This is an optimization exercise on Yosys and OpenROAD, whose aim is small area and a short achievable clock period, not a production implementation.
At most, simulation tests tie the RTL to the original design; equivalence was not proved.
Power is estimated from default activity; no workload was simulated.

== run A ==
Design mult_man, start of the top module:
module mult_man (
  input clk, input rstn, input data_rdy,
  input [16:0] mult1_signed, input [16:0] mult2_signed,
  output [31:0] res, output [33:0] res_signed, output res_rdy, output [32:0] res_final);
clock: 4.5 ns
lec_check: 0
cap_margin: 20
core_margin: 2
core_utilization: 40
cts_buf_list: sky130_fd_sc_hd__clkbuf_16
cts_cluster_diameter: 80
cts_cluster_size: 30
setup_slack_margin: 2.6
slew_margin: 20
synth_hierarchical: 1
tns_end_percent: 0
standard.sh (not shown) runs the stock make flow with config.mk's settings and CLKGATE_MAP_FILE= SYNTH_SCRIPT=/design/flow/synth_recipe.tcl, a recipe that flattens the netlist after the stock synthesis.
==> flow/flow/run.sh <==
#!/bin/bash
# The standard layout (standard.sh) with two changes:
# - the port buffers that buffer_ports inserts are sky130_fd_sc_hd__buf_2 cells (resized later as
#   needed) instead of the delay cell buffer_ports picks by itself; every port still gets one;
# - ABC maps the design's small gate modules for a 1 fF load instead of 5 fF, so that it does
#   not pick x2/x4 drive strengths for single gates (the resizer upsizes where timing needs it).
set -euo pipefail
bash standard.sh 'BUFFER_PORTS_ARGS=-buffer_cell sky130_fd_sc_hd__buf_2' ABC_LOAD_IN_FF=1 finish > standard_flow.log 2>&1
diff inputs: run A => run B
Settings: a deleted CTS_CLUSTER_SIZE that had been 30; a change of SETUP_SLACK_MARGIN from 2.6 to 2.3; a deleted CTS_CLUSTER_DIAMETER that had been 80; a deleted CTS_BUF_LIST that had been sky130_fd_sc_hd__clkbuf_16.
[summary]
The flow did not stop early for run B: all stages ran, and the layout cleared the timing, design-rule and antenna checks.
Global-route usage over all layers (lower): run B
Final worst-path cycle share (run B over run A): increase, 4.4 points
Final cell utilization of the core for run B is lower than for run A.
| critical path required time | run B vs run A | 40 ps higher |
Compared with run A, in run B total met2 wirelength after detailed routing decreased by 1.6 mm relative to the old numbers, static power due to leakage went down by about 5.4%, area growth from synthesis to layout lost 6.6 points, relative contribution of combinational cells to total power saw a decrease.
Type of the worst min-delay path: reg2reg -> run A, in2async -> run B
Going from run A to run B, leftover overflow at the end of global routing held, overall power after layout shows an increase of about 0.9%, buffer count excluding the clock tree in the final layout went down by 76.
### run B -> run C
Settings: CTS_CLUSTER_DIAMETER now 80, previously not set; CTS_BUF_LIST now sky130_fd_sc_hd__clkbuf_16, previously not set; CTS_CLUSTER_SIZE now 30, previously not set; SETUP_SLACK_MARGIN now 2.4, was 2.3.
Compared to run B, run C has final weighted congestion of routability-driven global placement 0.011 lower.
Run C vs run B on share of the final layout cell area in multi-input gates: run C is the higher one.
Of run B and run C, the run reporting the higher share of cell area taken by flip-flops and latches was run C.
[compare] base=run B new=run C: worst setup slack for register-to-register paths saw an increase; fmax saw an increase; setup slack after layout saw an increase; internal cell power saw a decrease; number of detailed-routing iterations run before antenna repair saw an increase.
Against run B, non-filler instance count after layout in run C fell slightly.

* * *

mult_man, a different RTL version from the one above (not shown whole).
Size in the first run: ~260 flip-flops, about 140 I/O pins.
export LEC_CHECK = 0
export CAP_MARGIN = 20
export CORE_MARGIN = 2
export CORE_UTILIZATION = 40
export SETUP_SLACK_MARGIN = 2.3
export SLEW_MARGIN = 20
export SYNTH_HIERARCHICAL = 1
export TNS_END_PERCENT = 0
create_clock -name core_clock -period 4.5 [get_ports {clk}]
==> flow/flow/run.sh <==
#!/bin/bash
# The standard layout (standard.sh), with one change: the port buffers that buffer_ports
# inserts are sky130_fd_sc_hd__buf_2 cells (later resized as needed) instead of the delay cell
# buffer_ports picks by itself. Every input and output port still gets its buffer.
set -euo pipefail
bash standard.sh 'BUFFER_PORTS_ARGS=-buffer_cell sky130_fd_sc_hd__buf_2' finish > standard_flow.log 2>&1
Rerun with:
Settings changed: ABC_AREA set to 1, ABC_CLOCK_PERIOD_IN_PS set to 2000.
Outcome:
- routed wire length goes up by about 8%
- worst setup slack gets worse by 14 ps
- power goes up by about 1.2%
- worst hold slack gets better by 3.1 ps
- sequential power is about the same
- core utilization goes up by 0.79 points
- count of clock-buffer cells in the layout goes down by 5
- synthesized cell count goes up by 22%
- maximum frequency goes down by 0.64%
Rerun with:
==> flow/flow/run.sh (replaced) <==
#!/bin/bash
# The standard layout (standard.sh) with two changes:
# - the port buffers that buffer_ports inserts are sky130_fd_sc_hd__buf_2 cells (resized later as
#   needed) instead of the delay cell buffer_ports picks by itself; every port still gets one;
# - ABC maps the design's small gate modules for a 1 fF load instead of 5 fF, so that it does
#   not pick x2/x4 drive strengths for single gates (the resizer upsizes where timing needs it).
set -euo pipefail
bash standard.sh 'BUFFER_PORTS_ARGS=-buffer_cell sky130_fd_sc_hd__buf_2' ABC_LOAD_IN_FF=1 finish > standard_flow.log 2>&1
Settings changed: ABC_AREA 1 to unset, ABC_CLOCK_PERIOD_IN_PS 2000 to unset, CTS_BUF_LIST set to sky130_fd_sc_hd__clkbuf_4 sky130_fd_sc_hd__clkbuf_8, CTS_CLUSTER_SIZE set to 30, SETUP_SLACK_MARGIN 2.3 to 2.2.
After rerunning: The new run produced a clean layout; total power drops by 6.0%; design area went down by 10%; worst setup slack gains 28 ps.
Rerun with:
Settings changed: CTS_BUF_LIST sky130_fd_sc_hd__clkbuf_4 sky130_fd_sc_hd__clkbuf_8 to unset, CTS_CLUSTER_SIZE 30 to unset, SETUP_SLACK_MARGIN 2.2 to 2.15.
Global-route usage goes down by 0.40 points.
Non-clock buffer count goes down by 3.
Hold slack is about the same.
Utilization goes down by 0.53 points.
Sequential share of layout area goes up by 0.34 points.

* * *

mult_man with an RTL version that a note above also has.
Size: about 260 flip-flops, ~140 I/O pins, roughly 15,000 um^2 of cells after synthesis.
==> flow/config.mk <==
export PLATFORM = sky130hd
export DESIGN_NAME = mult_man
export DESIGN_NICKNAME = mult_man
export VERILOG_FILES = /design/flow/design.v
export SDC_FILE = /design/flow/constraint.sdc
export NUM_CORES = 4
export LEC_CHECK = 0
export CAP_MARGIN = 20
export CORE_MARGIN = 2
export CORE_UTILIZATION = 40
export SETUP_SLACK_MARGIN = 2.55
export SLEW_MARGIN = 20
export SYNTH_HIERARCHICAL = 1
export TNS_END_PERCENT = 0
==> flow/constraint.sdc <==
create_clock -name core_clock -period 4.5 [get_ports {clk}]
set_input_delay 0.9000 -clock core_clock [delete_from_list [all_inputs] [get_ports {clk}]]
set_output_delay 0.9000 -clock core_clock [all_outputs]
set_load 0.01 [all_outputs]
==> flow/flow/run.sh <==
#!/bin/bash
# The standard layout (standard.sh) with two changes:
# - the port buffers that buffer_ports inserts are sky130_fd_sc_hd__buf_2 cells (resized later as
#   needed) instead of the delay cell buffer_ports picks by itself; every port still gets one;
# - ABC maps the design's small gate modules for a 1 fF load instead of 5 fF, so that it does
#   not pick x2/x4 drive strengths for single gates (the resizer upsizes where timing needs it).
set -euo pipefail
bash standard.sh 'BUFFER_PORTS_ARGS=-buffer_cell sky130_fd_sc_hd__buf_2' ABC_LOAD_IN_FF=1 finish > standard_flow.log 2>&1
Next try:
CTS_BUF_LIST = sky130_fd_sc_hd__clkbuf_16   (was unset)
CTS_CLUSTER_DIAMETER = 80   (was unset)
CTS_CLUSTER_SIZE = 30   (was unset)
SETUP_SLACK_MARGIN = 2.45   (was 2.55)
Effect: Final cell count went down by a few percent. Fmax fell by a few percent. Die area is unchanged. Core utilization drops by 3.2 points. Area after synthesis does not change. Clock-buffer cell count decreases by 22. Routed wire length came out lower by a few percent. Worst setup slack gets worse by 0.045 ns. Power drops by roughly a tenth. Global-route usage came out lower by 0.87 points. First-iteration DRC count falls by roughly a tenth.
Next try:
SETUP_SLACK_MARGIN = 2.55   (was 2.45)
After rerunning: The new run finished with timing, DRC and antenna clean; final area climbs by a few percent; via count grows by a few percent; die area does not change; clock power decreases by a few percent; setup slack improved by 0.059 ns; first-iteration DRC count came out higher by a few percent; fmax came out higher by a few percent; cell count came out higher slightly; global-route usage rises by 0.57 points; combinational power barely changes; hold slack is about the same.

* * *

Another version of the RTL of mult_man (not shown whole).
For scale: roughly 260 flip-flops, about 140 I/O pins, about 15000 µm² of cells after synthesis.
clock: 4.5 ns
lec_check: 0
cap_margin: 20
core_margin: 2
core_utilization: 55
place_density: 0.7
setup_slack_margin: 2.2
slew_margin: 20
synth_hierarchical: 1
tns_end_percent: 0
Scripts as last shown in full above: flow/flow/run.sh
The first run completed with no timing, DRC or antenna violations.
Then changed:
Settings changed: CORE_UTILIZATION 55 to 70, PLACE_DENSITY 0.7 to 0.85.
Outcome:
- final cell count drops by 3.4%
- power climbs by 4.8%
- hold slack gets better by 0.015 ns
- via count climbs by 5.5%
- global-route usage climbs by 8.2 points
- die area drops by about 20%
- wire length climbs by about 9%
- synthesized area stays the same
- sequential share of layout area is about the same
- design area drops by about 0.6%
- combinational power climbs by about 6%
No run of this note included a check of the RTL's function; only the layout flow was run.

* * *

Another version of the RTL of mult_man (not shown whole).
Size in the first run: ~1400 cells after synthesis, roughly 260 flip-flops, about 15000 um2 of cells after synthesis.
make LEC_CHECK=0 ABC_CLOCK_PERIOD_IN_PS=2000 CAP_MARGIN=20 CORE_MARGIN=2 CORE_UTILIZATION=40 SETUP_SLACK_MARGIN=2.4 SLEW_MARGIN=20 SYNTH_HIERARCHICAL=1 TNS_END_PERCENT=0 finish   # period 4.5 ns
run.sh (not shown) runs the stock make flow with config.mk's settings and CLKGATE_MAP_FILE= SYNTH_SCRIPT=/design/flow/synth_recipe.tcl, a recipe that flattens the netlist after the stock synthesis.
Stock flow here: none of the scripts above is used.
Change:
--- a/flow/config.mk
+++ b/flow/config.mk
@@ -9,5 +9,6 @@
 export CAP_MARGIN = 20
 export CORE_MARGIN = 2
-export CORE_UTILIZATION = 40
+export CORE_UTILIZATION = 60
+export PLACE_DENSITY = 0.75
 export SETUP_SLACK_MARGIN = 2.4
 export SLEW_MARGIN = 20
The new run completed without violations.
Die area came out lower by a quarter to a third.
Setup slack gets worse by 0.038 ns.
Via count came out higher slightly.
Cell area came out lower slightly.
Clock-buffer cell count came out lower by 8.
First-iteration DRC count came out higher by well over a third.
Combinational power came out higher slightly.
Synthesized area is unchanged.
Power came out lower slightly.
Function was not checked in any run of this note: the RTL went through the layout flow alone.

afterwards: timing with drivers on the ports:
In the flow no input, the clock included, has a driving cell. The finished layouts below were timed again as built, in two steps.
Step 1 assumes that a clkbuf_16 drives the clock port and a buf_2 every other input.
Step 2 moves the port delays by t, midway between the first and last clock arrival at a register: inputs arrive t later, outputs are due t later. That takes back most of the time a late clock gives input paths.
a / b / c = ideal / step 1 / step 2; a / b = the first two.
run	t (ns)	setup slack, ns	worst register clock-pin slew, ns	pins driven straight from the clock port
run A	0.528	2.499 / 2.499 / 2.290	0.11 / 0.11	1
run B	0.593	2.300 / 2.300 / 2.028	0.06 / 0.06	1
run C	0.548	2.409 / 2.409 / 2.103	0.11 / 0.11	1
the first run of note 2	0.589	2.245 / 2.245 / 2.245	0.07 / 0.07	1
the second run of note 2	0.603	2.231 / 2.231 / 2.231	0.06 / 0.06	1
the third run of note 2	0.597	2.259 / 2.259 / 2.259	0.07 / 0.07	1
the fourth run of note 2	0.585	2.172 / 2.172 / 2.172	0.06 / 0.06	1
the first run of note 3	0.607	2.470 / 2.461 / 2.192	0.06 / 0.06	1
the second run of note 3	0.556	2.424 / 2.424 / 2.120	0.11 / 0.11	1
the third run of note 3	0.550	2.484 / 2.484 / 2.206	0.11 / 0.11	1
the first run of note 4	0.561	2.230 / 2.230 / 2.230	0.06 / 0.06	1
the second run of note 4	0.564	2.129 / 2.129 / 2.129	0.07 / 0.07	1
the first run of note 5	0.583	2.198 / 2.161 / 1.965	0.06 / 0.06	1
the second run of note 5	0.573	2.159 / 2.150 / 1.990	0.06 / 0.06	1
After both steps setup and hold are still met in every run listed. The setup slack of run C, which loses most, moves by 0.000 ns with the drivers and by -0.306 ns with both steps.
